This design comes from an exercise in tuning for small area and a short achievable clock period on the open sky130 flow, not from production work. Where RTL was checked, it was by simulation tests only, not by an equivalence proof against the original. No functional check of the RTL was part of runs 4 to 6. Power and IR drop assume default switching activity.

### design/flow/config.mk
export PLATFORM = sky130hd
export DESIGN_NAME = mult_top
export DESIGN_NICKNAME = mult_top
export VERILOG_FILES = /design/flow/design.v
export SDC_FILE = /design/flow/constraint.sdc
export NUM_CORES = 4
export LEC_CHECK = 0
export ABC_AREA = 1
export CAP_MARGIN = 20
export CORE_MARGIN = 2
export CORE_UTILIZATION = 40
export SETUP_SLACK_MARGIN = 2.7
export SLEW_MARGIN = 20
### design/flow/constraint.sdc
create_clock -name core_clock -period 5.2 [get_ports {clk}]
set_input_delay 1.0400 -clock core_clock [delete_from_list [all_inputs] [get_ports {clk}]]
set_output_delay 1.0400 -clock core_clock [all_outputs]
set_load 0.01 [all_outputs]
### design/flow/design.v
module mult_top(
    input clk,
    input  [15:0] x,
    input  [15:0] y,
    output [31:0] p_out
    );
    localparam M = 14;
    wire [36:0] cs;
    wire [12:0] oa;
    wire [11:0] pl;
    lobo_pre pre(.x(x), .y(y), .cs(cs), .oa(oa), .pl(pl));
    reg [36:0] C_vec;    
    reg [12:0] A_vec;    
    reg [11:0] L_vec;    
    always @(posedge clk)
    begin
        C_vec <= cs;
        A_vec <= oa;
        L_vec <= pl;
    end
    wire [M:0] lo;
    wire [19-M:0] hi;
    lobo_sum sum(.cs(C_vec), .oa(A_vec), .lo(lo), .hi(hi));
    reg [11+M:0] P_vec;   
    reg          K_vec;   
    reg [19-M:0] H_vec;   
    always @(posedge clk)
    begin
        P_vec <= {lo[M-1:0], L_vec};
        K_vec <= lo[M];
        H_vec <= hi;
    end
    assign p_out[11+M:0] = P_vec;
    lobo_inc inc(.hi(H_vec), .c(K_vec), .p(p_out[31:12+M]));
endmodule
module lobo_pre(
    input  [15:0] x,
    input  [15:0] y,
    output [36:0] cs,           
    output [12:0] oa,           
    output [11:0] pl            
    );
    wire x11 = x[11];
    wire [15:0] yv = y ^ {16{x11}};
    wire one0 = x[12] ^ x[11];
    wire two0 = ~one0 & (x[13] ^ x[12]);
    wire neg0 = x[13];
    wire one1 = x[14] ^ x[13];
    wire two1 = ~one1 & (x[15] ^ x[14]);
    wire neg1 = x[15];
    wire [10:0] a = x[10:0] ^ {11{x11}};
    wire s10 = a[10];
    wire s9  = ~a[10] & a[9];
    wire s8  = ~a[10] & ~a[9] & a[8];
    wire s0  = ~a[10] & ~a[9] & ~a[8] & (|a[7:0]);
    wire [9:0] x20 = {a[9] & a[10], a[8] & (a[10] | a[9]), a[7:1], a[0] & (a[10] | a[9] | a[8])};
    wire ps = x11 ^ y[15];
    wire [2:0] ya = y[14:12] ^ {3{y[15]}};
    wire k2 = ya[2];
    wire k1 = ~ya[2] & ya[1];
    wire k0 = ~ya[2] & ~ya[1] & ya[0];
    wire [12:0] ov = {{3{ps}}, x20 ^ {10{ps}}};
    assign oa = ({13{k2}} & (ov << 2)) | ({13{k1}} & (ov << 1)) | ({13{k0}} & ov);
    assign pl[0] = (s0 & yv[0]);
    assign pl[1] = (s0 & yv[1]);
    assign pl[2] = (s0 & yv[2]);
    assign pl[3] = (s0 & yv[3]);
    assign pl[4] = (s0 & yv[4]);
    assign pl[5] = (s0 & yv[5]);
    assign pl[6] = (s0 & yv[6]);
    assign pl[7] = (s0 & yv[7]);
    assign pl[8] = (s0 & yv[8]) | (s8 & yv[0]);
    assign pl[9] = (s0 & yv[9]) | (s8 & yv[1]) | (s9 & yv[0]);
    assign pl[10] = (s0 & yv[10]) | (s8 & yv[2]) | (s9 & yv[1]) | (s10 & yv[0]);
    assign pl[11] = (s0 & yv[11]) | (s8 & yv[3]) | (s9 & yv[2]) | (s10 & yv[1]);
    wire w0 = ((one0 & y[0]) ^ neg0);
    wire w1 = (((one0 & y[1]) | (two0 & y[0])) ^ neg0);
    wire w2 = (((one0 & y[2]) | (two0 & y[1])) ^ neg0);
    wire w3 = (((one0 & y[3]) | (two0 & y[2])) ^ neg0);
    wire w4 = (((one0 & y[4]) | (two0 & y[3])) ^ neg0);
    wire w5 = (((one0 & y[5]) | (two0 & y[4])) ^ neg0);
    wire w6 = (((one0 & y[6]) | (two0 & y[5])) ^ neg0);
    wire w7 = (((one0 & y[7]) | (two0 & y[6])) ^ neg0);
    wire w8 = (((one0 & y[8]) | (two0 & y[7])) ^ neg0);
    wire w9 = (((one0 & y[9]) | (two0 & y[8])) ^ neg0);
    wire w10 = (((one0 & y[10]) | (two0 & y[9])) ^ neg0);
    wire w11 = (((one0 & y[11]) | (two0 & y[10])) ^ neg0);
    wire w12 = (((one0 & y[12]) | (two0 & y[11])) ^ neg0);
    wire w13 = (((one0 & y[13]) | (two0 & y[12])) ^ neg0);
    wire w14 = (((one0 & y[14]) | (two0 & y[13])) ^ neg0);
    wire w15 = (((one0 & y[15]) | (two0 & y[14])) ^ neg0);
    wire w16 = ~(((one0 & y[15]) | (two0 & y[15])) ^ neg0);
    wire w17 = ((one1 & y[0]) ^ neg1);
    wire w18 = (((one1 & y[1]) | (two1 & y[0])) ^ neg1);
    wire w19 = (((one1 & y[2]) | (two1 & y[1])) ^ neg1);
    wire w20 = (((one1 & y[3]) | (two1 & y[2])) ^ neg1);
    wire w21 = (((one1 & y[4]) | (two1 & y[3])) ^ neg1);
    wire w22 = (((one1 & y[5]) | (two1 & y[4])) ^ neg1);
    wire w23 = (((one1 & y[6]) | (two1 & y[5])) ^ neg1);
    wire w24 = (((one1 & y[7]) | (two1 & y[6])) ^ neg1);
    wire w25 = (((one1 & y[8]) | (two1 & y[7])) ^ neg1);
    wire w26 = (((one1 & y[9]) | (two1 & y[8])) ^ neg1);
    wire w27 = (((one1 & y[10]) | (two1 & y[9])) ^ neg1);
    wire w28 = (((one1 & y[11]) | (two1 & y[10])) ^ neg1);
    wire w29 = (((one1 & y[12]) | (two1 & y[11])) ^ neg1);
    wire w30 = (((one1 & y[13]) | (two1 & y[12])) ^ neg1);
    wire w31 = (((one1 & y[14]) | (two1 & y[13])) ^ neg1);
    wire w32 = (((one1 & y[15]) | (two1 & y[14])) ^ neg1);
    wire w33 = ~(((one1 & y[15]) | (two1 & y[15])) ^ neg1);
    wire w34 = (s10 & yv[2]) | (s9 & yv[3]) | (s8 & yv[4]) | (s0 & yv[12]);
    wire w35 = (s10 & yv[3]) | (s9 & yv[4]) | (s8 & yv[5]) | (s0 & yv[13]);
    wire w36 = (s10 & yv[4]) | (s9 & yv[5]) | (s8 & yv[6]) | (s0 & yv[14]);
    wire w37 = (s10 & yv[5]) | (s9 & yv[6]) | (s8 & yv[7]) | (s0 & yv[15]);
    wire w38 = (s10 & yv[6]) | (s9 & yv[7]) | (s8 & yv[8]) | (s0 & yv[15]);
    wire w39 = (s10 & yv[7]) | (s9 & yv[8]) | (s8 & yv[9]) | (s0 & yv[15]);
    wire w40 = (s10 & yv[8]) | (s9 & yv[9]) | (s8 & yv[10]) | (s0 & yv[15]);
    wire w41 = (s10 & yv[9]) | (s9 & yv[10]) | (s8 & yv[11]) | (s0 & yv[15]);
    wire w42 = (s10 & yv[10]) | (s9 & yv[11]) | (s8 & yv[12]) | (s0 & yv[15]);
    wire w43 = (s10 & yv[11]) | (s9 & yv[12]) | (s8 & yv[13]) | (s0 & yv[15]);
    wire w44 = (s10 & yv[12]) | (s9 & yv[13]) | (s8 & yv[14]) | (s0 & yv[15]);
    wire w45 = (s10 & yv[13]) | (s9 & yv[14]) | (s8 & yv[15]) | (s0 & yv[15]);
    wire w46 = (s10 & yv[14]) | (s9 & yv[15]) | (s8 & yv[15]) | (s0 & yv[15]);
    wire w47 = ~((s10 | s9 | s8 | s0) & yv[15]);
    wire w48 = w0 ^ neg0 ^ w34;
    wire w49 = (w0 & neg0) | (w34 & (w0 ^ neg0));
    wire w50 = w2 ^ w17 ^ neg1;
    wire w51 = (w2 & w17) | (neg1 & (w2 ^ w17));
    wire w52 = w3 ^ w18 ^ w37;
    wire w53 = (w3 & w18) | (w37 & (w3 ^ w18));
    wire w54 = w4 ^ w19 ^ w38;
    wire w55 = (w4 & w19) | (w38 & (w4 ^ w19));
    wire w56 = w5 ^ w20 ^ w39;
    wire w57 = (w5 & w20) | (w39 & (w5 ^ w20));
    wire w58 = w6 ^ w21 ^ w40;
    wire w59 = (w6 & w21) | (w40 & (w6 ^ w21));
    wire w60 = w7 ^ w22 ^ w41;
    wire w61 = (w7 & w22) | (w41 & (w7 ^ w22));
    wire w62 = w8 ^ w23 ^ w42;
    wire w63 = (w8 & w23) | (w42 & (w8 ^ w23));
    wire w64 = w9 ^ w24 ^ w43;
    wire w65 = (w9 & w24) | (w43 & (w9 ^ w24));
    wire w66 = w10 ^ w25 ^ w44;
    wire w67 = (w10 & w25) | (w44 & (w10 ^ w25));
    wire w68 = w11 ^ w26 ^ w45;
    wire w69 = (w11 & w26) | (w45 & (w11 ^ w26));
    wire w70 = w12 ^ w27 ^ w46;
    wire w71 = (w12 & w27) | (w46 & (w12 ^ w27));
    wire w72 = w13 ^ w28 ^ w47;
    wire w73 = (w13 & w28) | (w47 & (w13 ^ w28));
    assign cs[0] = w48;    
    assign cs[1] = w1;    
    assign cs[2] = w35;    
    assign cs[3] = w49;    
    assign cs[4] = w36;    
    assign cs[5] = w50;    
    assign cs[6] = w51;    
    assign cs[7] = w52;    
    assign cs[8] = w53;    
    assign cs[9] = w54;    
    assign cs[10] = w55;    
    assign cs[11] = w56;    
    assign cs[12] = w57;    
    assign cs[13] = w58;    
    assign cs[14] = w59;    
    assign cs[15] = w60;    
    assign cs[16] = w61;    
    assign cs[17] = w62;    
    assign cs[18] = w63;    
    assign cs[19] = w64;    
    assign cs[20] = w65;    
    assign cs[21] = w66;    
    assign cs[22] = w67;    
    assign cs[23] = w68;    
    assign cs[24] = w69;    
    assign cs[25] = w70;    
    assign cs[26] = w71;    
    assign cs[27] = w72;    
    assign cs[28] = w14;    
    assign cs[29] = w29;    
    assign cs[30] = w73;    
    assign cs[31] = w15;    
    assign cs[32] = w30;    
    assign cs[33] = w16;    
    assign cs[34] = w31;    
    assign cs[35] = w32;    
    assign cs[36] = w33;    
endmodule
module lobo_sum(
    input  [36:0] cs,
    input  [12:0] oa,
    output [14:0] lo,           
    output [5:0] hi            
    );
    wire w74 = cs[1] ^ cs[2] ^ cs[3];
    wire w75 = (cs[1] & cs[2]) | (cs[3] & (cs[1] ^ cs[2]));
    wire w76 = cs[4] ^ cs[5] ^ oa[2];
    wire w77 = (cs[4] & cs[5]) | (oa[2] & (cs[4] ^ cs[5]));
    wire w78 = cs[6] ^ cs[7] ^ oa[3];
    wire w79 = (cs[6] & cs[7]) | (oa[3] & (cs[6] ^ cs[7]));
    wire w80 = cs[8] ^ cs[9] ^ oa[4];
    wire w81 = (cs[8] & cs[9]) | (oa[4] & (cs[8] ^ cs[9]));
    wire w82 = cs[10] ^ cs[11] ^ oa[5];
    wire w83 = (cs[10] & cs[11]) | (oa[5] & (cs[10] ^ cs[11]));
    wire w84 = cs[12] ^ cs[13] ^ oa[6];
    wire w85 = (cs[12] & cs[13]) | (oa[6] & (cs[12] ^ cs[13]));
    wire w86 = cs[14] ^ cs[15] ^ oa[7];
    wire w87 = (cs[14] & cs[15]) | (oa[7] & (cs[14] ^ cs[15]));
    wire w88 = cs[16] ^ cs[17] ^ oa[8];
    wire w89 = (cs[16] & cs[17]) | (oa[8] & (cs[16] ^ cs[17]));
    wire w90 = cs[18] ^ cs[19] ^ oa[9];
    wire w91 = (cs[18] & cs[19]) | (oa[9] & (cs[18] ^ cs[19]));
    wire w92 = cs[20] ^ cs[21] ^ oa[10];
    wire w93 = (cs[20] & cs[21]) | (oa[10] & (cs[20] ^ cs[21]));
    wire w94 = cs[22] ^ cs[23] ^ oa[11];
    wire w95 = (cs[22] & cs[23]) | (oa[11] & (cs[22] ^ cs[23]));
    wire w96 = cs[24] ^ cs[25] ^ oa[12];
    wire w97 = (cs[24] & cs[25]) | (oa[12] & (cs[24] ^ cs[25]));
    wire w98 = cs[26] ^ cs[27] ^ ~oa[12];
    wire w99 = (cs[26] & cs[27]) | (~oa[12] & (cs[26] ^ cs[27]));
    wire w100 = ~(cs[28] ^ cs[29]);
    wire w101 = cs[28] | cs[29];
    wire w102 = ~(cs[31] ^ cs[32]);
    wire w103 = cs[31] | cs[32];
    wire w104 = cs[33] ^ cs[34];
    wire w105 = cs[33] & cs[34];
    wire w106 = cs[30] ^ w99 ^ w100;
    wire w107 = (cs[30] & w99) | (w100 & (cs[30] ^ w99));
    wire w108 = w101 ^ w102;
    wire w109 = w101 & w102;
    wire w110 = w103 ^ w104;
    wire w111 = w103 & w104;
    wire w112 = ~(cs[35] ^ w105);
    wire w113 = cs[35] | w105;
    wire [19:0] ra = {1'b1, cs[36], w111, w109, w107, w106, w97, w95, w93, w91, w89, w87, w85, w83, w81, w79, w77, w75, oa[1], cs[0]};
    wire [19:0] rb = {1'b0, w113, w112, w110, w108, 1'b0, w98, w96, w94, w92, w90, w88, w86, w84, w82, w80, w78, w76, w74, oa[0]};
    assign lo = {1'b0, ra[13:0]} + {1'b0, rb[13:0]};
    assign hi = ra[19:14] + rb[19:14];
endmodule
module lobo_inc(
    input  [5:0] hi,
    input  c,
    output [5:0] p
    );
    assign p = hi + c;
endmodule
module LOBOq2_12bit_1C_v2(
    input [15:0] x,
    input [15:0] y,
    output [31:0] p
    );
    wire [36:0] cs;
    wire [12:0] oa;
    wire [14:0] lo;
    wire [5:0] hi;
    lobo_pre pre(.x(x), .y(y), .cs(cs), .oa(oa), .pl(p[11:0]));
    lobo_sum sum(.cs(cs), .oa(oa), .lo(lo), .hi(hi));
    assign p[25:12] = lo[13:0];
    lobo_inc inc(.hi(hi), .c(lo[14]), .p(p[31:26]));
endmodule
### design/flow/flow/run.sh
#!/bin/bash
# Standard layout, with the smallest buffer (buf_1) on every input and output
# port, and a clock tree of clkbuf_8 without dummy loads.
set -euo pipefail
export BUFFER_PORTS_ARGS="-buffer_cell sky130_fd_sc_hd__buf_1"
export CTS_ARGS="-sink_clustering_enable -repair_clock_nets -dont_use_dummy_load -buf_list {sky130_fd_sc_hd__clkbuf_4 sky130_fd_sc_hd__clkbuf_8}"
bash standard.sh > standard.log 2>&1
### design/flow/standard.sh
#!/bin/bash
# synth_recipe.tcl (not shown) runs the flow's synth.tcl, then flattens the netlist and writes it again
# the make line also repeats each setting of config.mk as NAME=value (left out here)
make -C /OpenROAD-flow-scripts/flow DESIGN_CONFIG=/design/flow/config.mk WORK_HOME=/design/flow/orfs CLKGATE_MAP_FILE= SYNTH_SCRIPT=/design/flow/synth_recipe.tcl "${@:-finish}"
==> flow_metrics.py, run 1 <==
metrics = {
    "floorplan": {
        "initial_cell_density_of_the_core": 0.411,
        "die_x_um": 121,
        "num_io_pins": 65,
        "rows": 42,
        "design.core.area_mm2": 0.0132,
        "die_height_um": 121,
        "die_area_mm2": 0.0145,
    },
    "global_routing": {
        "antenna_violations_before_repair": 0,
        "track_usage": 0.192,
        "grt_pass1_vias": 4210,
        "pin_count_of_the_biggest_net_entering_global_routing": 21,
        "grt.overflow.total": 0,
        "grt_first_pass_wirelength_um": 21300,
    },
    "clock_network": {
        "cts_tree": "done",
        "post_cts_hold_buffer_count": 0,
        "clk_path_buf_depth": 2,
        "cts_buffer_count": 9,
        "insertion_delay_ps": 380,
        "clk_pin_slew_worst_paths_ps": 90,
        "cts-htree-levels": 3,
        "cts_root_buf": "clkbuf_8",
        "tritoncts_num_sinks": 95,
    },
    "synthesis": {
        "synth_cell_types": 40,
        "synth_edf_count": 0,
        "async_reset_ff_frac": 0,
        "postSynth.topFlopCell": "dfxtp_1",
        "synth_seq_area_share": 0.350,
        "yosysWarningCount": 1,
        "synth_area_per_cell_um2": 8.42,
        "synth.ff_latch_count": 95,
        "syn_nets": 732,
        "syn_area_mm2": 0.00544,
        "synth_cells": 646,
    },
    "sta": {
        "fmaxAchievable_mhz": 411,
        "skew_ps": 18.7,
        "timing_worst_slew_pin_value_ps": 491,
        "post-route-worst-setup-slack_ps": 2770,
        "period_share": 0.468,
        "setup_viol": 0,
        "report.final.slew_viol_count": 0,
        "timing.max_slew.rel_slack": 0.672,
        "final.min_clock_period_ps": 2430,
        "hold_viol": 0,
        "rsz_0062_raised_after_global_routing": "true",
        "setup_total_negative_slack_ps": 0,
    },
    "pwr": {
        "static-leakage-power_nw": 2.96,
        "post-layout-total-power_mw": 3.08,
        "vdd_ir_drop_max_mv": 0.191,
        "power.density_cell_area_mw_per_mm2": 491,
    },
    "critical_path": {
        "worst-endpoint-arrival_ps": 1390,
        "timing.critical_path.required_ps": 4160,
        "cp-end-kind": "output pin",
        "timing.critical_path.from_type": "register",
        "crit_path_max_fanout": 3,
        "path_class": "reg -> out",
        "reg2reg_from": "A_vec[12]",
        "timing.rr.end": "H_vec[5]",
        "timing.reg2reg.worst_path_depth": 8,
        "worst-r2r-setup-slack_ps": 3030,
    },
    "placed_design": {
        "dp_hpwl_um": 10600,
        "gp_congestion": 0.970,
        "dpl.cell_count": 872,
        "pre_cts_ws_ps": 1640,
        "numPortBuffers": 64,
    },
    "final_layout": {
        "flow.area_growth_from_synthesis_pct": 15.2,
        "insertedDiodeCount": 0,
        "postLayoutCoreUtil": 0.473,
        "fin_cells": 894,
        "layout-drive-gt1-share": 0.106,
        "final_layout_net_count": 806,
    },
    "detailed_routing": {
        "drt-total-wl_um": 13200,
        "drt_pre_antenna_iters": 5,
        "route.detailed.drc": 0,
        "detailroute.wirelength.met3_um": 812,
        "total_via_count_in_the_routed_design": 4402,
        "drt-wirelength-per-cell_um": 14.8,
        "routed.top_layer": "met4",
        "met2RoutedLength_um": 5840,
        "drt_first_iter_violations": 382,
        "final_antenna_net_count": 0,
        "viasPerCell": 4.92,
        "detail_route.wirelength.met1_um": 6180,
    },
    "outcome": {
        "result_of_the_run": "timing/DRC/antenna clean",
    },
    "worst_hold_path": {
        "hold_path.class": "reg -> reg",
        "holdPathStages": 0,
        "min-delay-start": "L_vec[0]",
        "worstHoldEndpoint": "P_vec[0]",
    },
    "flow_run": {
        "cap_viol_max_count": 0,
    },
}
[registers in the layout, summed over array words and instances (netlist names)]
register	count
L_vec	12
C_vec	37
K_vec	1
A_vec	13
H_vec	6
P_vec	26
[final cells by class]
type,count,area (µm²)
clock buffers,9,124
fillers,1336,6980
multi-input cells,459,3300
flip-flops and latches,95,1900
well taps,176,220
repair buffers,80,424
inverters,75,289
[cell usage after synthesis (3+ instances only)]
| cell | number | area share |
|---|---|---|
| nand3_1 | 31 | 0.029 |
| o211ai_1 | 7 | 0.0097 |
| o21ai_1 | 3 | 0.0028 |
| nor2_1 | 42 | 0.029 |
| a21oi_1 | 24 | 0.022 |
| o21ai_0 | 3 | 0.0028 |
| buf_6 | 3 | 0.0062 |
| o22ai_1 | 37 | 0.043 |
| nand2_1 | 163 | 0.11 |
| buf_2 | 7 | 0.0064 |
| buf_1 | 3 | 0.0021 |
| dfxtp_1 | 95 | 0.35 |
| xor2_1 | 50 | 0.081 |
| inv_1 | 69 | 0.048 |
| a21o_1 | 3 | 0.0041 |
| nand2_2 | 5 | 0.0058 |
| ha_1 | 26 | 0.060 |
| xnor2_1 | 17 | 0.027 |
| inv_2 | 5 | 0.0035 |
| fa_1 | 27 | 0.099 |
[cells in the final DEF, fill, tap and decap left out, types with 3 or more instances in the layout]
cell type	synthesis	final
o21ai_1	3	4
buf_1	3	59
a21o_1	3	3
xnor2_4	2	4
a21oi_1	24	24
o211ai_1	7	7
dfxtp_1	95	93
inv_2	5	3
fa_1	27	27
buf_4	2	11
clkbuf_8	0	9
nand2_1	163	162
xor2_1	50	50
o22ai_1	37	23
inv_4	1	3
o22ai_2	0	14
nand2_4	2	6
nand3_1	31	29
buf_12	1	3
ha_1	26	24
xnor2_1	17	17
nor2_2	0	3
nor2_1	42	39
inv_1	69	69
[through the flow]
| step | hold slack (ps) | area, µm² |
|---|---|---|
| 5_1_grt | 335 | 6270 |
| 3_3_place_gp | 310 | 5890 |
| 3_5_place_dp | 314 | 5890 |
| 2_1_floorplan | 310 | 5570 |
| 4_1_cts | 330 | 6150 |
| 6_report | 328 | 6270 |
[worst max path at each step]
stage / endpoint / startpoint / depth (start not counted)
floorplan: C_vec[11] / x[11] / 10
global placement: C_vec[23] / x[13] / 8
detailed placement: C_vec[9] / x[13] / 8
CTS: p_out[30] / K_vec / 5
global route: p_out[30] / H_vec[0] / 5
finish: p_out[30] / H_vec[0] / 5
[what timing repair did]
item,4_1_cts,5_1_grt
buffers inserted,8,5
pin swaps,5,5
setup endpoints to repair,35,16
resized for setup,19,13
[cell families (layout without fill, tap and decap cells)]
group                    after synthesis  count (layout)  share of synthesized area
AO/OA/AOI/OAI                         81              81                     0.0893
XOR/XNOR                              74              74                      0.135
adder cells (fa/ha/maj)               53              53                      0.159
buffers and inverters                 92             164                     0.0762
flip-flops                            95              95                      0.350
AND/OR/NAND/NOR                      251             251                      0.191
[worst max-delay path, stage by stage, from the launching register on]
cell and delay [ps]:
dfxtp_2 350, ha_4 160, ha_4 140, nand3_2 70
xnor2_1 150, buf_2 140
[power by group]
part / internal [mW] / switching, mW
clock: 0.155 / 0.223
sequential: 0.956 / 0.0957
combinational: 0.654 / 0.994
[layer usage]
metal	vias up	track usage
met5	-	0
li1	2196	-
met4	0	0.0865
met2	164	0.291
met1	2016	0.265
met3	26	0.0349
==> run 2: changes to the inputs <==
==> design/flow/flow/run.sh (replaced) <==
#!/bin/bash
# Standard layout, with the smallest buffer (buf_1) on every input and output
# port, and a clock tree of clkbuf_8 without dummy loads.
set -euo pipefail
export BUFFER_PORTS_ARGS="-buffer_cell sky130_fd_sc_hd__buf_1"
export CTS_ARGS="-sink_clustering_enable -repair_clock_nets -dont_use_dummy_load -buf_list sky130_fd_sc_hd__clkbuf_8 -sink_clustering_size 30 -sink_clustering_max_diameter 100"
bash standard.sh > standard.log 2>&1
==> flow_metrics.py, run 2 <==
metrics = {
    "floorplan": {
        "design.core.area_mm2": 0.0132,
        "die_x_um": 121,
        "die_height_um": 121,
        "initial_cell_density_of_the_core": 0.411,
        "rows": 42,
        "die_area_mm2": 0.0145,
        "num_io_pins": 65,
    },
    "sta": {
        "final.hold.worst_slack_ps": 328,
        "skew_ps": 18.7,
        "setup_total_negative_slack_ps": 0,
        "hold_viol": 0,
        "timing.max_slew.rel_slack": 0.672,
        "report.final.slew_viol_count": 0,
        "final.min_clock_period_ps": 2430,
        "period_share": 0.468,
        "fmaxAchievable_mhz": 411,
        "rsz_0062_raised_after_global_routing": "true",
        "timing_worst_slew_pin_value_ps": 491,
        "setup_viol": 0,
    },
    "final_layout": {
        "final_cell_mix": "162 x nand2_1, 93 x dfxtp_1, 69 x inv_1, 59 x buf_1, 50 x xor2_1",
        "multiInputGateArea_mm2": 0.00330,
        "layout_top_registers": "C_vec: 37 flops, P_vec: 26 flops, A_vec: 13 flops",
        "largest-register": "C_vec",
        "most_common_cell_after_layout_fill_and_taps_aside": "nand2_1",
        "final_layout_net_count": 806,
        "sequential_cell_area_mm2": 0.00190,
        "layout.filler_cells": 1336,
        "largest_register_ffs": 37,
        "flow.area_growth_from_synthesis_pct": 15.2,
        "insertedDiodeCount": 0,
        "layout-drive-gt1-share": 0.106,
    },
    "critical_path": {
        "timing.critical_path.required_ps": 4160,
        "worst-r2r-setup-slack_ps": 3030,
        "path_common_cell": "ha_4",
        "timing.critical_path.from_type": "register",
        "timing.critical_path.slowest_cell_delay_ps": 350,
        "worst-endpoint-arrival_ps": 1390,
        "cp-end-kind": "output pin",
        "critical_path.cell_chain": "ha_4 > ha_4 > nand3_2 > xnor2_1 > buf_2",
        "path_class": "reg -> out",
        "cp_slowest_cell": "dfxtp_2",
        "critical_path.top_delay_family": "flip-flops",
        "worstPathBufferInverterCount": 1,
        "crit_path_max_fanout": 3,
    },
    "global_routing": {
        "antenna_violations_before_repair": 0,
        "grt.overflow.total": 0,
        "grt_pass1_vias": 4210,
        "pin_count_of_the_biggest_net_entering_global_routing": 21,
        "grt_first_pass_wirelength_um": 21300,
        "track_usage": 0.192,
    },
    "clock_network": {
        "cts-htree-levels": 3,
        "cts_buffer_count": 9,
        "post_cts_hold_buffer_count": 0,
        "tritoncts_num_sinks": 95,
        "insertion_delay_ps": 380,
        "cts_root_buf": "clkbuf_8",
        "clk_pin_slew_worst_paths_ps": 90,
        "cts_tree": "done",
        "clk_path_buf_depth": 2,
    },
    "detailed_routing": {
        "drt-total-wl_um": 13200,
        "viasPerCell": 4.92,
        "final_antenna_net_count": 0,
        "drt_pre_antenna_iters": 5,
        "route.detailed.drc": 0,
        "total_via_count_in_the_routed_design": 4402,
        "drt_first_iter_violations": 382,
        "drt-wirelength-per-cell_um": 14.8,
    },
    "synthesis": {
        "yosysWarningCount": 1,
        "async_reset_ff_frac": 0,
        "netlist_top_cells_count": "163 x nand2_1, 95 x dfxtp_1, 69 x inv_1, 50 x xor2_1, 42 x nor2_1",
        "syn_area_mm2": 0.00544,
        "synth_top_cell_by_area": "dfxtp_1",
        "synth.ff_latch_count": 95,
        "synth_cell_types": 40,
        "synth_edf_count": 0,
        "yosys.cell_count.top_type": "nand2_1",
        "synth.top_cells.by_area": "dfxtp_1 35%, nand2_1 11%, fa_1 9.9%",
        "postSynth.topFlopCell": "dfxtp_1",
        "syn_nets": 732,
        "synth_top_cell_area_share": 0.350,
        "synth_seq_area_share": 0.350,
        "synth_area_per_cell_um2": 8.42,
        "synth_cells": 646,
    },
    "flow_run": {
        "cap_viol_max_count": 0,
    },
    "outcome": {
        "result_of_the_run": "timing/DRC/antenna clean",
    },
    "pwr": {
        "power.density_cell_area_mw_per_mm2": 491,
        "switching_power_mw": 1.31,
        "p_int_mw": 1.76,
        "static-leakage-power_nw": 2.96,
        "seq_power_share": 0.342,
        "power_frac_clock": 0.123,
        "p_comb_frac": 0.535,
        "post-layout-total-power_mw": 3.08,
        "vdd_ir_drop_max_mv": 0.191,
        "swShare": 0.427,
    },
    "placed_design": {
        "numPortBuffers": 64,
        "dp_hpwl_um": 10600,
        "gp_congestion": 0.970,
    },
    "worst_hold_path": {
        "hold_path.class": "reg -> reg",
    },
}
[run 2: kinds of logic (layout without fill, tap and decap cells)]
| family | count (synthesis) | in the layout | synth area share |
|---|---|---|---|
| simple gates | 251 | 251 | 0.191 |
| flops | 95 | 95 | 0.350 |
| buf+inv | 92 | 164 | 0.0762 |
| compound gates | 81 | 81 | 0.0893 |
| xor+xnor | 74 | 74 | 0.135 |
| fa+ha+maj | 53 | 53 | 0.159 |
[run 2: through the flow]
step	utilization	instances	cell area, µm²	setup WS (ps)
CTS	0.465	889	6150	2700
global placement	0.445	872	5890	1830
finish	0.473	894	6270	2770
global route	0.473	894	6270	2680
detailed placement	0.445	872	5890	1640
floorplan	-	646	5570	2640
[run 2: cell type report]
type                    instances  share of cell area
inverters                      75              0.0461
repair buffers                 80              0.0677
well taps                     176              0.0351
multi-input cells             459               0.527
flip-flops and latches         95               0.304
clock buffers                   9              0.0198
[run 2: power by group through the flow]
stage	sequential (mW)	clock, mW	combinational [mW]
after floorplan	1.08	0	1.21
after global placement	1.06	0	1.58
after detailed placement	1.06	0	1.61
after CTS	1.05	0.397	1.64
after global routing	1.08	0.423	1.91
final	1.05	0.378	1.65
[run 2: metal layers]
metal / vias up / global-route usage / part of all wire / wire [µm]
met4: 0 / 0.0865 / 0.031 / 411
met1: 2016 / 0.265 / 0.47 / 6180
li1: 2196 / - / - / -
met2: 164 / 0.291 / 0.44 / 5840
met3: 26 / 0.0349 / 0.061 / 812
met5: - / 0 / 0 / 0
[run 2: worst paths after layout]
| path | startpoint | to | depth (start not counted) |
|---|---|---|---|
| max | H_vec[0] | p_out[30] | 5 |
| min | L_vec[0] | P_vec[0] | 0 |
| max reg2reg | A_vec[12] | H_vec[5] | 8 |
| min reg2reg | L_vec[0] | P_vec[0] | 0 |
[run 2: what timing repair did]
item / in CTS / in global routing
pin swaps: 5 / 5
endpoints found under the setup margin: 35 / 16
resized for setup: 19 / 13
buffers inserted: 8 / 5
==> run 3: changes to the inputs <==
==> design/flow/run.sh (new file) <==
#!/bin/bash
# synth_recipe.tcl (not shown) runs the flow's synth.tcl, then flattens the netlist and writes it again
# the make line also repeats each setting of config.mk as NAME=value (left out here)
make -C /OpenROAD-flow-scripts/flow DESIGN_CONFIG=/design/flow/config.mk WORK_HOME=/design/flow/orfs CLKGATE_MAP_FILE= SYNTH_SCRIPT=/design/flow/synth_recipe.tcl finish
removed: design/flow/flow/run.sh
removed: design/flow/standard.sh
==> flow_metrics.py, run 3 <==
metrics = {
    "synthesis": {
        "syn_area_mm2": 0.00544,
        "netlist_top_cells_count": "163 x nand2_1, 95 x dfxtp_1, 69 x inv_1, 50 x xor2_1, 42 x nor2_1",
        "yosysWarningCount": 1,
        "postSynth.topFlopCell": "dfxtp_1",
        "synth_seq_area_share": 0.350,
        "yosys.cell_count.top_type": "nand2_1",
        "synth_fa_ha_area_frac": 0.159,
        "post_synth_xor_area_fraction": 0.135,
        "syn_nets": 732,
        "post_synth_mux_area_share": 0,
        "synth_edf_count": 0,
        "synth.top_cells.by_area": "dfxtp_1 35%, nand2_1 11%, fa_1 9.9%",
        "synth_top_family_by_area": "simple AND/OR/NAND/NOR gates",
        "async_reset_ff_frac": 0,
        "synth_top_cell_by_area": "dfxtp_1",
        "synth_cell_types": 40,
        "post_synth_and_or_nand_nor_area_fraction": 0.191,
        "synth_cells": 646,
        "synth_top_cell_area_share": 0.350,
        "synth_area_per_cell_um2": 8.42,
        "share_of_the_synthesized_area_in_compound_gates_ao_oa_aoi_oai": 0.0893,
        "synth.ff_latch_count": 95,
    },
    "critical_path": {
        "path_common_cell": "nand2_1",
        "worstPathBufferInverterCount": 1,
        "reg2reg_from": "A_vec[12]",
        "worst-endpoint-arrival_ps": 2710,
        "crit_path_max_fanout": 4,
        "timing.critical_path.slowest_cell_delay_ps": 540,
        "critical_path.cell_chain": "clkdlybuf4s50_1 > xor2_1 > nand2_1 > nand2_1 > a21oi_1 > nand2_1 > fa_1",
        "timing.critical_path.required_ps": 5420,
        "cp_slowest_cell": "clkdlybuf4s50_1",
        "path_class": "in -> reg",
        "timing.rr.end": "H_vec[5]",
        "timing.reg2reg.worst_path_depth": 8,
        "cp-end-kind": "register",
        "timing.critical_path.from_type": "primary input",
        "critical_path.top_delay_family": "buffers and inverters",
        "worst-r2r-setup-slack_ps": 2980,
    },
    "global_routing": {
        "grt.overflow.total": 0,
        "grt_pass1_vias": 4240,
        "grt_first_pass_wirelength_um": 21100,
        "pin_count_of_the_biggest_net_entering_global_routing": 21,
        "antenna_violations_before_repair": 0,
        "track_usage": 0.188,
    },
    "final_layout": {
        "flow.area_growth_from_synthesis_pct": 34.2,
        "largest-register": "C_vec",
        "sequential_cell_area_mm2": 0.00190,
        "layout.filler_cells": 1204,
        "final_cell_mix": "149 x nand2_1, 93 x dfxtp_1, 68 x inv_1, 39 x xor2_1",
        "largest_register_ffs": 37,
        "final_layout_net_count": 823,
        "most_common_cell_after_layout_fill_and_taps_aside": "nand2_1",
        "insertedDiodeCount": 0,
        "layout_top_registers": "C_vec: 37 flops, P_vec: 26 flops, A_vec: 13 flops",
        "multiInputGateArea_mm2": 0.00361,
        "layout-drive-gt1-share": 0.193,
    },
    "worst_hold_path": {
        "holdPathStages": 0,
        "worstHoldEndpoint": "P_vec[0]",
        "hold_path.class": "reg -> reg",
        "min-delay-start": "L_vec[0]",
    },
    "detailed_routing": {
        "drt-wirelength-per-cell_um": 14.3,
        "drt_first_iter_violations": 516,
        "viasPerCell": 4.85,
        "drt_pre_antenna_iters": 4,
        "total_via_count_in_the_routed_design": 4439,
        "route.detailed.drc": 0,
        "final_antenna_net_count": 0,
        "drt-total-wl_um": 13100,
    },
    "flow_run": {
        "cap_viol_max_count": 0,
    },
    "clock_network": {
        "cts-htree-levels": 3,
        "insertion_delay_ps": 340,
        "clk_path_buf_depth": 2,
        "cts_tree": "done",
        "tritoncts_num_sinks": 95,
        "cts_buffer_count": 9,
        "cts_root_buf": "clkbuf_16",
        "clk_pin_slew_worst_paths_ps": 60,
    },
    "placed_design": {
        "numPortBuffers": 64,
        "gp_congestion": 1.03,
        "dp_hpwl_um": 10000,
        "pre_cts_ws_ps": 1660,
    },
    "pwr": {
        "post-layout-total-power_mw": 3.49,
        "vdd_ir_drop_max_mv": 0.215,
        "power.density_cell_area_mw_per_mm2": 478,
        "static-leakage-power_nw": 3.48,
    },
    "floorplan": {
        "die_x_um": 121,
        "num_io_pins": 65,
        "initial_cell_density_of_the_core": 0.411,
        "design.core.area_mm2": 0.0132,
        "rows": 42,
        "die_height_um": 121,
        "die_area_mm2": 0.0145,
    },
    "sta": {
        "timing_worst_slew_pin_value_ps": 484,
        "rsz_0062_raised_after_global_routing": "true",
        "final.min_clock_period_ps": 2490,
        "hold_viol": 0,
        "post-route-worst-setup-slack_ps": 2710,
        "setup_total_negative_slack_ps": 0,
        "report.final.slew_viol_count": 0,
        "final.hold.worst_slack_ps": 325,
        "setup_viol": 0,
        "timing.max_slew.rel_slack": 0.675,
        "period_share": 0.478,
        "fmaxAchievable_mhz": 402,
        "skew_ps": 4.82,
    },
    "outcome": {
        "result_of_the_run": "timing/DRC/antenna clean",
    },
}
run 3: kinds of logic after synthesis:
logic type | after synthesis
xor+xnor | 74
flops | 95
buf+inv | 92
compound gates | 81
simple gates | 251
fa+ha+maj | 53
run 3: area by class of cell:
class / count / area share
Clock inverter: 3 / 0.00617
Multi-Input combinational cell: 461 / 0.494
Tap cell: 176 / 0.0302
Sequential cell: 95 / 0.261
Timing Repair Buffer: 95 / 0.135
Clock buffer: 11 / 0.0333
Inverter: 75 / 0.0403
run 3: per-stage QoR:
step	utilization	instances	instance area, µm²
final	0.551	916	7300
after global routing	0.551	916	7300
after CTS	0.534	903	7070
after detailed placement	0.474	872	6280
after global placement	0.474	872	6280
after floorplan	-	646	5570
run 3: worst max path at each step:
stage / end / start / slack (ps) / cells past startpoint
after floorplan: C_vec[11] / x[11] / 2640 / 10
after global placement: C_vec[23] / x[13] / 1770 / 8
after detailed placement: C_vec[7] / x[13] / 1660 / 8
after CTS: C_vec[7] / x[13] / 2670 / 8
after global routing: C_vec[17] / y[11] / 2680 / 7
final: C_vec[19] / y[11] / 2710 / 7
run 3: power by group:
group | internal (mW) | switching [mW]
logic | 0.790 | 1.01
clock network | 0.380 | 0.256
registers | 0.957 | 0.0950
total | 2.13 | 1.36
run 3: timing repair:
action | 4_1_cts | 5_1_grt
setup buffers | 15 | 12
gates resized for setup | 86 | 46
gates cloned | 2 | 1
hold buffers | 0 | 0
pin swaps | 20 | 23
endpoints found under the setup margin | 50 | 24
run 3: layer usage:
layer  track usage  vias up  share of wire
met3        0.0420       31          0.066
met4        0.0799        0          0.030
met2         0.286      143           0.45
li1              -     2228              -
met1         0.256     2037           0.45
met5             0        -              0
run 3: worst register-to-register path, cell delays in order, from the launching register on:
cell	delay [ps]
dfxtp_1	300
inv_1	70
fa_1	460
fa_1	430
ha_1	230
fa_1	410
nand2_1	90
nand2_1	50
a21oi_1	120
==> run 4: changes to the inputs <==
--- a/design/flow/design.v
+++ b/design/flow/design.v
@@ -6,3 +6,3 @@
     );
-    localparam M = 14;
+    localparam M = 13;
     wire [36:0] cs;
@@ -190,4 +190,4 @@
     input  [12:0] oa,
-    output [14:0] lo,           
-    output [5:0] hi            
+    output [13:0] lo,           
+    output [6:0] hi            
     );
@@ -235,9 +235,9 @@
     wire [19:0] rb = {1'b0, w113, w112, w110, w108, 1'b0, w98, w96, w94, w92, w90, w88, w86, w84, w82, w80, w78, w76, w74, oa[0]};
-    assign lo = {1'b0, ra[13:0]} + {1'b0, rb[13:0]};
-    assign hi = ra[19:14] + rb[19:14];
+    assign lo = {1'b0, ra[12:0]} + {1'b0, rb[12:0]};
+    assign hi = ra[19:13] + rb[19:13];
 endmodule
 module lobo_inc(
-    input  [5:0] hi,
+    input  [6:0] hi,
     input  c,
-    output [5:0] p
+    output [6:0] p
     );
@@ -252,8 +252,8 @@
     wire [12:0] oa;
-    wire [14:0] lo;
-    wire [5:0] hi;
+    wire [13:0] lo;
+    wire [6:0] hi;
     lobo_pre pre(.x(x), .y(y), .cs(cs), .oa(oa), .pl(p[11:0]));
     lobo_sum sum(.cs(cs), .oa(oa), .lo(lo), .hi(hi));
-    assign p[25:12] = lo[13:0];
-    lobo_inc inc(.hi(hi), .c(lo[14]), .p(p[31:26]));
-endmodule
+    assign p[24:12] = lo[12:0];
+    lobo_inc inc(.hi(hi), .c(lo[13]), .p(p[31:25]));
+endmodule
==> design/flow/flow/run.sh (new file) <==
#!/bin/bash
# Standard layout, with the smallest buffer (buf_1) on every input and output
# port, and a clock tree of clkbuf_8 without dummy loads.
set -euo pipefail
export BUFFER_PORTS_ARGS="-buffer_cell sky130_fd_sc_hd__buf_1"
export CTS_ARGS="-sink_clustering_enable -repair_clock_nets -dont_use_dummy_load -buf_list sky130_fd_sc_hd__clkbuf_8"
bash standard.sh > standard.log 2>&1
==> design/flow/standard.sh (new file) <==
#!/bin/bash
# synth_recipe.tcl (not shown) runs the flow's synth.tcl, then flattens the netlist and writes it again
# the make line also repeats each setting of config.mk as NAME=value (left out here)
make -C /OpenROAD-flow-scripts/flow DESIGN_CONFIG=/design/flow/config.mk WORK_HOME=/design/flow/orfs CLKGATE_MAP_FILE= SYNTH_SCRIPT=/design/flow/synth_recipe.tcl "${@:-finish}"
removed: design/flow/run.sh
==> flow_metrics.py, run 4 <==
metrics = {
    "pwr": {
        "power.density_cell_area_mw_per_mm2": 473,
        "static-leakage-power_nw": 3.07,
        "post-layout-total-power_mw": 3.08,
        "vdd_ir_drop_max_mv": 0.166,
    },
    "critical_path": {
        "crit_path_max_fanout": 2,
        "timing.critical_path.required_ps": 4160,
        "cp_slowest_cell": "dfxtp_2",
        "timing.critical_path.slowest_cell_delay_ps": 330,
        "path_class": "reg -> out",
        "critical_path.top_delay_family": "buffers and inverters",
        "worstPathBufferInverterCount": 3,
        "cp-end-kind": "output pin",
        "timing.critical_path.from_type": "register",
        "critical_path.cell_chain": "ha_4 > ha_4 > buf_4 > buf_4 > xor2_1 > buf_2",
        "worst-endpoint-arrival_ps": 1520,
    },
    "final_layout": {
        "flow.area_growth_from_synthesis_pct": 18.6,
        "multiInputGateArea_mm2": 0.00340,
        "postLayoutCoreUtil": 0.488,
        "insertedDiodeCount": 0,
        "final_cell_mix": "135 x nand2_1, 93 x dfxtp_1, 87 x inv_1, 56 x buf_1, 47 x xor2_1",
        "layout-drive-gt1-share": 0.147,
        "final_layout_net_count": 816,
        "most_common_cell_after_layout_fill_and_taps_aside": "nand2_1",
        "sequential_cell_area_mm2": 0.00190,
        "layout.filler_cells": 1302,
        "layout_top_registers": "C_vec: 37 flops, P_vec: 25 flops, A_vec: 13 flops",
        "largest_register_ffs": 37,
        "largest-register": "C_vec",
    },
    "floorplan": {
        "num_io_pins": 65,
        "die_height_um": 121,
        "die_area_mm2": 0.0147,
        "initial_cell_density_of_the_core": 0.411,
        "design.core.area_mm2": 0.0133,
        "rows": 42,
        "die_x_um": 121,
    },
    "sta": {
        "timing_worst_slew_pin_value_ps": 463,
        "fmaxAchievable_mhz": 390,
        "skew_ps": 9.42,
        "period_share": 0.493,
        "timing.max_slew.rel_slack": 0.690,
        "setup_viol": 0,
        "report.final.slew_viol_count": 0,
        "setup_total_negative_slack_ps": 0,
        "rsz_0062_raised_after_global_routing": "true",
        "final.min_clock_period_ps": 2560,
        "hold_viol": 0,
    },
    "detailed_routing": {
        "final_antenna_net_count": 0,
        "viasPerCell": 4.92,
        "routed.top_layer": "met4",
        "drt_first_iter_violations": 325,
        "drt-total-wl_um": 13100,
        "met2RoutedLength_um": 6130,
        "total_via_count_in_the_routed_design": 4447,
        "drt_pre_antenna_iters": 5,
        "drt-wirelength-per-cell_um": 14.5,
        "route.detailed.drc": 0,
        "detailroute.wirelength.met3_um": 764,
        "detail_route.wirelength.met1_um": 5990,
    },
    "synthesis": {
        "async_reset_ff_frac": 0,
        "synth_top_cell_area_share": 0.346,
        "yosys.cell_count.top_type": "nand2_1",
        "postSynth.topFlopCell": "dfxtp_1",
        "synth_seq_area_share": 0.346,
        "synth_cell_types": 41,
        "synth_edf_count": 0,
        "synth.ff_latch_count": 95,
        "syn_nets": 734,
        "synth_top_cell_by_area": "dfxtp_1",
        "netlist_top_cells_count": "142 x nand2_1, 95 x dfxtp_1, 87 x inv_1, 49 x xor2_1, 38 x o22ai_1",
        "synth_cells": 648,
        "synth.top_cells.by_area": "dfxtp_1 35%, nand2_1 9.7%, fa_1 9.5%",
        "yosysWarningCount": 1,
        "synth_area_per_cell_um2": 8.47,
        "syn_area_mm2": 0.00549,
    },
    "clock_network": {
        "cts_tree": "done",
        "insertion_delay_ps": 370,
        "cts_buffer_count": 9,
        "tritoncts_num_sinks": 95,
        "cts_root_buf": "clkbuf_8",
        "clk_path_buf_depth": 2,
        "cts-htree-levels": 3,
        "post_cts_hold_buffer_count": 0,
        "clk_pin_slew_worst_paths_ps": 80,
    },
    "worst_hold_path": {
        "hold_path.class": "reg -> reg",
    },
    "global_routing": {
        "track_usage": 0.189,
        "pin_count_of_the_biggest_net_entering_global_routing": 22,
        "grt_pass1_vias": 4344,
        "grt_first_pass_wirelength_um": 21400,
        "grt.overflow.total": 0,
        "antenna_violations_before_repair": 0,
    },
    "placed_design": {
        "gp_congestion": 0.988,
        "numPortBuffers": 64,
        "dp_hpwl_um": 10300,
    },
    "flow_run": {
        "cap_viol_max_count": 0,
    },
    "outcome": {
        "result_of_the_run": "timing/DRC/antenna clean",
    },
}
[run 4: power by group]
part | total, mW | switching (mW) | internal (mW)
Sequential | 1.04 | 0.0905 | 0.954
Combinational | 1.66 | 0.995 | 0.668
Clock | 0.371 | 0.216 | 0.155
Total | 3.08 | 1.30 | 1.78
[run 4: cells by family after synthesis]
family                     count (synthesis)  synth area share
and+or+nand+nor                          221             0.170
buffers and inverters                    109            0.0878
DFF                                       95             0.346
AOI/OAI and AO/OA                         93             0.101
xor gates and xnor gates                  77             0.139
adders and majority gates                 53             0.156
[run 4: final cells by class]
type	instances	share of cell area
tap	176	0.0338
sequential	95	0.292
multi-input combinational	445	0.521
clock buffer	9	0.0190
inverter	93	0.0544
timing repair buffer	86	0.0790
[run 4: timing repair]
item | 4_1_cts | 5_1_grt
resized for setup | 23 | 32
setup buffers | 10 | 8
endpoints found under the setup margin | 56 | 27
pin swaps | 8 | 4
cloned | 1 | 1
[run 4: per-layer routing]
metal | up-vias | track usage
met4 | 0 | 0.0603
met5 | - | 0
met1 | 2089 | 0.253
met2 | 127 | 0.304
li1 | 2212 | -
met3 | 19 | 0.0395
[run 4: worst paths after layout]
path                 start        end  slack (ps)  depth (start not counted)
setup / recovery  H_vec[0]  p_out[27]        2640                          6
hold / removal    L_vec[1]   P_vec[1]         330                          0
setup reg to reg  C_vec[1]  P_vec[24]        2920                          8
hold reg to reg   L_vec[1]   P_vec[1]         330                          0
[run 4: through the flow]
| step | area (µm²) | worst slack (ps) | cells | hold WS, ps |
|---|---|---|---|---|
| 5_1_grt | 6510 | 2530 | 904 | 339 |
| 4_1_cts | 6300 | 2610 | 895 | 332 |
| 2_1_floorplan | 5640 | 2640 | 648 | 310 |
| 6_report | 6510 | 2640 | 904 | 329 |
| 3_3_place_gp | 5960 | 1680 | 875 | 310 |
| 3_5_place_dp | 5960 | 1530 | 875 | 314 |
==> run 5: changes to the inputs <==
--- a/design/flow/design.v
+++ b/design/flow/design.v
@@ -6,3 +6,3 @@
     );
-    localparam M = 13;
+    localparam M = 14;
     wire [36:0] cs;
@@ -50,2 +50,6 @@
     wire neg1 = x[15];
+    wire [15:0] yn0 = y ^ {16{neg0}};
+    wire [15:0] yn1 = y ^ {16{neg1}};
+    wire sf0 = neg0 & (one0 | two0);
+    wire sf1 = neg1 & (one1 | two1);
     wire [10:0] a = x[10:0] ^ {11{x11}};
@@ -75,36 +79,36 @@
     assign pl[11] = (s0 & yv[11]) | (s8 & yv[3]) | (s9 & yv[2]) | (s10 & yv[1]);
-    wire w0 = ((one0 & y[0]) ^ neg0);
-    wire w1 = (((one0 & y[1]) | (two0 & y[0])) ^ neg0);
-    wire w2 = (((one0 & y[2]) | (two0 & y[1])) ^ neg0);
-    wire w3 = (((one0 & y[3]) | (two0 & y[2])) ^ neg0);
-    wire w4 = (((one0 & y[4]) | (two0 & y[3])) ^ neg0);
-    wire w5 = (((one0 & y[5]) | (two0 & y[4])) ^ neg0);
-    wire w6 = (((one0 & y[6]) | (two0 & y[5])) ^ neg0);
-    wire w7 = (((one0 & y[7]) | (two0 & y[6])) ^ neg0);
-    wire w8 = (((one0 & y[8]) | (two0 & y[7])) ^ neg0);
-    wire w9 = (((one0 & y[9]) | (two0 & y[8])) ^ neg0);
-    wire w10 = (((one0 & y[10]) | (two0 & y[9])) ^ neg0);
-    wire w11 = (((one0 & y[11]) | (two0 & y[10])) ^ neg0);
-    wire w12 = (((one0 & y[12]) | (two0 & y[11])) ^ neg0);
-    wire w13 = (((one0 & y[13]) | (two0 & y[12])) ^ neg0);
-    wire w14 = (((one0 & y[14]) | (two0 & y[13])) ^ neg0);
-    wire w15 = (((one0 & y[15]) | (two0 & y[14])) ^ neg0);
-    wire w16 = ~(((one0 & y[15]) | (two0 & y[15])) ^ neg0);
-    wire w17 = ((one1 & y[0]) ^ neg1);
-    wire w18 = (((one1 & y[1]) | (two1 & y[0])) ^ neg1);
-    wire w19 = (((one1 & y[2]) | (two1 & y[1])) ^ neg1);
-    wire w20 = (((one1 & y[3]) | (two1 & y[2])) ^ neg1);
-    wire w21 = (((one1 & y[4]) | (two1 & y[3])) ^ neg1);
-    wire w22 = (((one1 & y[5]) | (two1 & y[4])) ^ neg1);
-    wire w23 = (((one1 & y[6]) | (two1 & y[5])) ^ neg1);
-    wire w24 = (((one1 & y[7]) | (two1 & y[6])) ^ neg1);
-    wire w25 = (((one1 & y[8]) | (two1 & y[7])) ^ neg1);
-    wire w26 = (((one1 & y[9]) | (two1 & y[8])) ^ neg1);
-    wire w27 = (((one1 & y[10]) | (two1 & y[9])) ^ neg1);
-    wire w28 = (((one1 & y[11]) | (two1 & y[10])) ^ neg1);
-    wire w29 = (((one1 & y[12]) | (two1 & y[11])) ^ neg1);
-    wire w30 = (((one1 & y[13]) | (two1 & y[12])) ^ neg1);
-    wire w31 = (((one1 & y[14]) | (two1 & y[13])) ^ neg1);
-    wire w32 = (((one1 & y[15]) | (two1 & y[14])) ^ neg1);
-    wire w33 = ~(((one1 & y[15]) | (two1 & y[15])) ^ neg1);
+    wire w0 = ((one0 & yn0[0]) | (two0 & neg0));
+    wire w1 = ((one0 & yn0[1]) | (two0 & yn0[0]));
+    wire w2 = ((one0 & yn0[2]) | (two0 & yn0[1]));
+    wire w3 = ((one0 & yn0[3]) | (two0 & yn0[2]));
+    wire w4 = ((one0 & yn0[4]) | (two0 & yn0[3]));
+    wire w5 = ((one0 & yn0[5]) | (two0 & yn0[4]));
+    wire w6 = ((one0 & yn0[6]) | (two0 & yn0[5]));
+    wire w7 = ((one0 & yn0[7]) | (two0 & yn0[6]));
+    wire w8 = ((one0 & yn0[8]) | (two0 & yn0[7]));
+    wire w9 = ((one0 & yn0[9]) | (two0 & yn0[8]));
+    wire w10 = ((one0 & yn0[10]) | (two0 & yn0[9]));
+    wire w11 = ((one0 & yn0[11]) | (two0 & yn0[10]));
+    wire w12 = ((one0 & yn0[12]) | (two0 & yn0[11]));
+    wire w13 = ((one0 & yn0[13]) | (two0 & yn0[12]));
+    wire w14 = ((one0 & yn0[14]) | (two0 & yn0[13]));
+    wire w15 = ((one0 & yn0[15]) | (two0 & yn0[14]));
+    wire w16 = ~((one0 & yn0[15]) | (two0 & yn0[15]));
+    wire w17 = ((one1 & yn1[0]) | (two1 & neg1));
+    wire w18 = ((one1 & yn1[1]) | (two1 & yn1[0]));
+    wire w19 = ((one1 & yn1[2]) | (two1 & yn1[1]));
+    wire w20 = ((one1 & yn1[3]) | (two1 & yn1[2]));
+    wire w21 = ((one1 & yn1[4]) | (two1 & yn1[3]));
+    wire w22 = ((one1 & yn1[5]) | (two1 & yn1[4]));
+    wire w23 = ((one1 & yn1[6]) | (two1 & yn1[5]));
+    wire w24 = ((one1 & yn1[7]) | (two1 & yn1[6]));
+    wire w25 = ((one1 & yn1[8]) | (two1 & yn1[7]));
+    wire w26 = ((one1 & yn1[9]) | (two1 & yn1[8]));
+    wire w27 = ((one1 & yn1[10]) | (two1 & yn1[9]));
+    wire w28 = ((one1 & yn1[11]) | (two1 & yn1[10]));
+    wire w29 = ((one1 & yn1[12]) | (two1 & yn1[11]));
+    wire w30 = ((one1 & yn1[13]) | (two1 & yn1[12]));
+    wire w31 = ((one1 & yn1[14]) | (two1 & yn1[13]));
+    wire w32 = ((one1 & yn1[15]) | (two1 & yn1[14]));
+    wire w33 = ~((one1 & yn1[15]) | (two1 & yn1[15]));
     wire w34 = (s10 & yv[2]) | (s9 & yv[3]) | (s8 & yv[4]) | (s0 & yv[12]);
@@ -123,6 +127,6 @@
     wire w47 = ~((s10 | s9 | s8 | s0) & yv[15]);
-    wire w48 = w0 ^ neg0 ^ w34;
-    wire w49 = (w0 & neg0) | (w34 & (w0 ^ neg0));
-    wire w50 = w2 ^ w17 ^ neg1;
-    wire w51 = (w2 & w17) | (neg1 & (w2 ^ w17));
+    wire w48 = w0 ^ sf0 ^ w34;
+    wire w49 = (w0 & sf0) | (w34 & (w0 ^ sf0));
+    wire w50 = w2 ^ w17 ^ sf1;
+    wire w51 = (w2 & w17) | (sf1 & (w2 ^ w17));
     wire w52 = w3 ^ w18 ^ w37;
@@ -190,4 +194,4 @@
     input  [12:0] oa,
-    output [13:0] lo,           
-    output [6:0] hi            
+    output [14:0] lo,           
+    output [5:0] hi            
     );
@@ -235,9 +239,9 @@
     wire [19:0] rb = {1'b0, w113, w112, w110, w108, 1'b0, w98, w96, w94, w92, w90, w88, w86, w84, w82, w80, w78, w76, w74, oa[0]};
-    assign lo = {1'b0, ra[12:0]} + {1'b0, rb[12:0]};
-    assign hi = ra[19:13] + rb[19:13];
+    assign lo = {1'b0, ra[13:0]} + {1'b0, rb[13:0]};
+    assign hi = ra[19:14] + rb[19:14];
 endmodule
 module lobo_inc(
-    input  [6:0] hi,
+    input  [5:0] hi,
     input  c,
-    output [6:0] p
+    output [5:0] p
     );
@@ -252,8 +256,8 @@
     wire [12:0] oa;
-    wire [13:0] lo;
-    wire [6:0] hi;
+    wire [14:0] lo;
+    wire [5:0] hi;
     lobo_pre pre(.x(x), .y(y), .cs(cs), .oa(oa), .pl(p[11:0]));
     lobo_sum sum(.cs(cs), .oa(oa), .lo(lo), .hi(hi));
-    assign p[24:12] = lo[12:0];
-    lobo_inc inc(.hi(hi), .c(lo[13]), .p(p[31:25]));
-endmodule
+    assign p[25:12] = lo[13:0];
+    lobo_inc inc(.hi(hi), .c(lo[14]), .p(p[31:26]));
+endmodule
==> flow_metrics.py, run 5 <==
metrics = {
    "synthesis": {
        "synth_edf_count": 0,
        "synth_seq_area_share": 0.339,
        "synth_area_per_cell_um2": 8.07,
        "synth.ff_latch_count": 95,
        "postSynth.topFlopCell": "dfxtp_1",
        "synth_top_cell_area_share": 0.339,
        "netlist_top_cells_count": "178 x nand2_1, 95 x dfxtp_1, 80 x inv_1, 59 x nor2_1, 50 x nand3_1",
        "synth_cells": 695,
        "yosysWarningCount": 1,
        "syn_area_mm2": 0.00561,
        "yosys.cell_count.top_type": "nand2_1",
        "synth_cell_types": 35,
        "async_reset_ff_frac": 0,
        "synth.top_cells.by_area": "dfxtp_1 34%, nand2_1 12%, fa_1 10%",
        "syn_nets": 783,
        "synth_top_cell_by_area": "dfxtp_1",
    },
    "critical_path": {
        "timing.critical_path.slowest_cell_delay_ps": 350,
        "worstPathBufferInverterCount": 1,
        "worst-endpoint-arrival_ps": 1430,
        "critical_path.cell_chain": "ha_4 > nand3_4 > nor3_4 > xor2_1 > buf_2",
        "cp-end-kind": "output pin",
        "timing.critical_path.required_ps": 4160,
        "crit_path_max_fanout": 2,
        "path_class": "reg -> out",
        "critical_path.top_delay_family": "flip-flops",
        "timing.critical_path.from_type": "register",
        "cp_slowest_cell": "dfxtp_2",
        "worst-r2r-setup-slack_ps": 3040,
    },
    "worst_hold_path": {
        "hold_path.class": "reg -> reg",
    },
    "floorplan": {
        "die_height_um": 122,
        "design.core.area_mm2": 0.0138,
        "die_x_um": 122,
        "num_io_pins": 65,
        "die_area_mm2": 0.0150,
        "initial_cell_density_of_the_core": 0.407,
        "rows": 43,
    },
    "pwr": {
        "vdd_ir_drop_max_mv": 0.151,
        "p_int_mw": 1.71,
        "static-leakage-power_nw": 3.02,
        "post-layout-total-power_mw": 2.99,
        "power_frac_clock": 0.129,
        "switching_power_mw": 1.28,
        "swShare": 0.427,
        "p_comb_frac": 0.527,
        "seq_power_share": 0.344,
        "power.density_cell_area_mw_per_mm2": 464,
    },
    "final_layout": {
        "flow.area_growth_from_synthesis_pct": 14.8,
        "final_layout_net_count": 857,
        "multiInputGateArea_mm2": 0.00345,
        "layout_top_registers": "C_vec: 37 flops, P_vec: 26 flops, A_vec: 13 flops",
        "layout.filler_cells": 1438,
        "largest_register_ffs": 37,
        "fin_cells": 947,
        "design_area_mm2": 0.00644,
        "sequential_cell_area_mm2": 0.00190,
        "insertedDiodeCount": 0,
        "most_common_cell_after_layout_fill_and_taps_aside": "nand2_1",
        "largest-register": "C_vec",
        "layout-drive-gt1-share": 0.111,
        "postLayoutCoreUtil": 0.468,
        "final_cell_mix": "174 x nand2_1, 93 x dfxtp_1, 77 x inv_1, 60 x buf_1, 54 x nor2_1",
    },
    "sta": {
        "final.hold.worst_slack_ps": 328,
        "hold_viol": 0,
        "skew_ps": 17.7,
        "rsz_0062_raised_after_global_routing": "true",
        "post-route-worst-setup-slack_ps": 2730,
        "setup_viol": 0,
        "final.min_clock_period_ps": 2470,
        "setup_total_negative_slack_ps": 0,
        "period_share": 0.474,
        "timing.max_slew.rel_slack": 0.687,
        "timing_worst_slew_pin_value_ps": 469,
        "report.final.slew_viol_count": 0,
        "fmaxAchievable_mhz": 405,
    },
    "clock_network": {
        "cts-htree-levels": 3,
        "clk_pin_slew_worst_paths_ps": 80,
        "clk_path_buf_depth": 2,
        "cts_tree": "done",
        "post_cts_hold_buffer_count": 0,
        "tritoncts_num_sinks": 95,
        "insertion_delay_ps": 370,
        "cts_root_buf": "clkbuf_8",
        "cts_buffer_count": 9,
    },
    "placed_design": {
        "pre_cts_ws_ps": 1740,
        "gp_congestion": 0.905,
        "placedInstanceArea_mm2": 0.00599,
        "dp_hpwl_um": 11600,
        "dpl.cell_count": 925,
        "numPortBuffers": 64,
    },
    "detailed_routing": {
        "total_via_count_in_the_routed_design": 4628,
        "drt-wirelength-per-cell_um": 15.3,
        "viasPerCell": 4.89,
        "drt_first_iter_violations": 251,
        "final_antenna_net_count": 0,
        "drt_pre_antenna_iters": 5,
        "drt-total-wl_um": 14500,
        "route.detailed.drc": 0,
    },
    "global_routing": {
        "antenna_violations_before_repair": 0,
        "grt.overflow.total": 0,
        "grt_first_pass_wirelength_um": 22500,
        "grt_pass1_vias": 4299,
        "pin_count_of_the_biggest_net_entering_global_routing": 21,
        "track_usage": 0.200,
    },
    "flow_run": {
        "cap_viol_max_count": 0,
    },
    "outcome": {
        "result_of_the_run": "timing/DRC/antenna clean",
    },
}
-- run 5: cell count changes after synthesis, moves of 10 or more --
cell     change
nand2_1     +36
xor2_1      -31
xnor2_1     +26
nand3_1     +24
nor2_1      +24
a21oi_1     -13
o22ai_1     -10
-- run 5: layer usage --
layer,global-route usage,share of wire
met1,0.284,0.49
met2,0.313,0.45
met3,0.0386,0.046
met4,0.0517,0.014
met5,0,0
-- run 5: layout make-up --
cell class,instances,share of cell area
multi-input combinational,497,0.535
sequential,95,0.296
timing repair buffer,80,0.0628
inverter,86,0.0521
tap,180,0.0350
clock buffer,9,0.0192
-- run 5: logic make-up (layout without fill, tap and decap cells) --
kind of cell	count (synthesis)	count (layout)	synth area share
XOR/XNOR	73	73	0.125
buffers and inverters	104	175	0.0825
adder cells (fa/ha/maj)	55	55	0.161
flip-flops	95	95	0.339
AND/OR/NAND/NOR	309	310	0.232
AO/OA/AOI/OAI	59	59	0.0598
-- run 5: timing repair --
item,CTS,global route
pin swaps,1,6
endpoints found under the hold margin,0,0
gates resized for setup,28,22
gates cloned,0,1
setup buffers,6,6
endpoints found under the setup margin,41,26
-- run 5: worst register-to-register path, delay by kind of cell, from the launching register on --
kind	cells	cell delay [ps]
xor gates and xnor gates	1	170
adders and majority gates	4	1500
buffers and inverters	1	80
DFF	1	310
-- run 5: path summary, 6_finish.rpt --
path,from,depth (start not counted),to
max reg2reg,A_vec[12],6,H_vec[3]
min reg2reg,L_vec[6],0,P_vec[6]
max,H_vec[0],5,p_out[31]
min,L_vec[6],0,P_vec[6]
-- run 5: power by group through the flow --
stage	clock, mW	sequential [mW]	combinational (mW)
finish	0.384	1.03	1.58
global route	0.429	1.05	1.82
CTS	0.403	1.02	1.56
detailed placement	0	1.04	1.52
global placement	0	1.03	1.49
floorplan	0	1.05	1.13
==> run 6: changes to the inputs <==
--- a/design/flow/config.mk
+++ b/design/flow/config.mk
@@ -11,3 +11,3 @@
 export CORE_UTILIZATION = 40
-export SETUP_SLACK_MARGIN = 2.7
+export SETUP_SLACK_MARGIN = 2.9
 export SLEW_MARGIN = 20
==> flow_metrics.py, run 6 <==
metrics = {
    "outcome": {
        "result_of_the_run": "timing/DRC/antenna clean",
    },
    "floorplan": {
        "initial_cell_density_of_the_core": 0.407,
        "die_height_um": 122,
        "design.core.area_mm2": 0.0138,
        "die_area_mm2": 0.0150,
        "rows": 43,
        "die_x_um": 122,
    },
    "pwr": {
        "p_comb_frac": 0.548,
        "static-leakage-power_nw": 3.30,
        "vdd_ir_drop_max_mv": 0.191,
        "power.density_cell_area_mw_per_mm2": 432,
        "swShare": 0.425,
        "seq_power_share": 0.330,
        "power_frac_clock": 0.122,
        "switching_power_mw": 1.31,
        "p_int_mw": 1.78,
    },
    "final_layout": {
        "final_cell_mix": "160 x nand2_1, 94 x dfxtp_1, 72 x inv_1, 54 x buf_1, 50 x nor2_1",
        "flow.area_growth_from_synthesis_pct": 27.5,
        "largest-register": "C_vec",
        "insertedDiodeCount": 0,
        "fin_cells": 971,
        "final_layout_net_count": 881,
    },
    "detailed_routing": {
        "viasPerCell": 4.89,
        "drt-total-wl_um": 15000,
        "drt_pre_antenna_iters": 4,
        "route.detailed.drc": 0,
        "drt-wirelength-per-cell_um": 15.5,
        "total_via_count_in_the_routed_design": 4751,
    },
    "clock_network": {
        "clk_path_buf_depth": 2,
        "cts_tree": "done",
        "insertion_delay_ps": 370,
        "cts_buffer_count": 9,
        "clk_pin_slew_worst_paths_ps": 70,
        "tritoncts_num_sinks": 95,
    },
    "critical_path": {
        "worst-endpoint-arrival_ps": 1400,
        "reg2reg_from": "A_vec[12]",
        "timing.reg2reg.worst_path_depth": 6,
        "cp-end-kind": "output pin",
        "timing.critical_path.required_ps": 4160,
        "crit_path_max_fanout": 2,
        "timing.rr.end": "H_vec[3]",
        "worst-r2r-setup-slack_ps": 3070,
        "timing.critical_path.from_type": "register",
    },
    "synthesis": {
        "synth_top_cell_area_share": 0.339,
        "synth_cell_types": 35,
        "synth_edf_count": 0,
        "synth.ff_latch_count": 95,
        "netlist_top_cells_count": "178 x nand2_1, 95 x dfxtp_1, 80 x inv_1, 59 x nor2_1, 50 x nand3_1",
        "yosysWarningCount": 1,
        "syn_area_mm2": 0.00561,
        "async_reset_ff_frac": 0,
        "yosys.cell_count.top_type": "nand2_1",
        "synth_cells": 695,
        "synth.top_cells.by_area": "dfxtp_1 34%, nand2_1 12%, fa_1 10%",
        "synth_top_cell_by_area": "dfxtp_1",
    },
    "sta": {
        "post-route-worst-setup-slack_ps": 2760,
        "report.final.slew_viol_count": 0,
        "period_share": 0.469,
        "hold_viol": 0,
        "skew_ps": 17.3,
        "setup_viol": 0,
    },
    "placed_design": {
        "numPortBuffers": 64,
        "gp_congestion": 0.940,
        "dpl.cell_count": 925,
        "pre_cts_ws_ps": 1700,
        "dp_hpwl_um": 11100,
    },
    "worst_hold_path": {
        "worstHoldEndpoint": "P_vec[4]",
        "holdPathStages": 0,
        "hold_path.class": "reg -> reg",
    },
    "global_routing": {
        "grt_first_pass_wirelength_um": 23400,
    },
    "flow_run": {
        "cap_viol_max_count": 0,
    },
}
==> run 6: cell counts after synthesis <==
Identical to the previous run, type by type.
==> run 6: logic make-up after synthesis <==
group / Yosys count / share of synthesized area
AO/OA/AOI/OAI: 59 / 0.0598
flip-flops: 95 / 0.339
AND/OR/NAND/NOR: 309 / 0.232
XOR/XNOR: 73 / 0.125
buffers and inverters: 104 / 0.0825
adder cells (fa/ha/maj): 55 / 0.161
==> run 6: metrics by stage <==
stage / power [mW] / cell area, µm² / utilization
5_1_grt: 3.40 / 7150 / 0.519
6_report: 3.09 / 7150 / 0.519
4_1_cts: 3.04 / 6740 / 0.489
3_3_place_gp: 2.53 / 6010 / 0.436
2_1_floorplan: 2.18 / 5680 / -
3_5_place_dp: 2.56 / 6010 / 0.436
==> run 6: worst max-delay path, stage by stage, from the launching register on <==
cell	delay [ps]
dfxtp_2	350
ha_4	150
ha_4	140
nand3_2	70
xor2_1	170
buf_2	150
==> run 6: routing by layer <==
layer | vias to the layer above | GRT usage | wire (µm)
li1 | 2378 | - | -
met5 | - | 0 | 0
met1 | 2232 | 0.283 | 6870
met2 | 127 | 0.330 | 7150
met3 | 14 | 0.0428 | 800
met4 | 0 | 0.0568 | 214
==> run 6: layout make-up <==
| cell class | instances | area [µm²] | area share |
|---|---|---|---|
| Tap cell | 180 | 225 | 0.0315 |
| Multi-Input combinational cell | 500 | 3870 | 0.541 |
| Inverter | 86 | 342 | 0.0478 |
| Sequential cell | 95 | 1900 | 0.266 |
| Clock buffer | 9 | 124 | 0.0173 |
| Timing Repair Buffer | 101 | 689 | 0.0964 |
==> run 6: what timing repair did <==
action                     CTS  global route
pin swaps                   16            31
setup endpoints to repair   57            26
gates cloned                 6             2
buffers inserted            23             6
resized for setup           76            65
==> run 6: worst max-delay path by stage <==
stage / endpoint / startpoint / slack [ps] / cells past startpoint
floorplan: C_vec[11] / x[11] / 2600 / 10
global placement: C_vec[13] / x[11] / 1800 / 6
detailed placement: C_vec[21] / x[11] / 1700 / 6
CTS: p_out[30] / K_vec / 2710 / 5
global route: p_out[31] / K_vec / 2680 / 5
finish: p_out[30] / K_vec / 2760 / 5
==> run 6: power by group through the flow <==
| stage | combinational (mW) | sequential [mW] | clock [mW] |
|---|---|---|---|
| after global routing | 1.94 | 1.04 | 0.419 |
| after CTS | 1.62 | 1.03 | 0.390 |
| final | 1.69 | 1.02 | 0.376 |
| after global placement | 1.50 | 1.03 | 0 |
| after detailed placement | 1.53 | 1.03 | 0 |
| after floorplan | 1.14 | 1.05 | 0 |

Check on run 6: ideal ports give 2.760 ns setup slack; a clkbuf_16 on the clock port and buf_2 on the inputs give 2.728 ns; moving port delays by the midpoint clock arrival (0.394 ns) as well gives 2.427 ns.
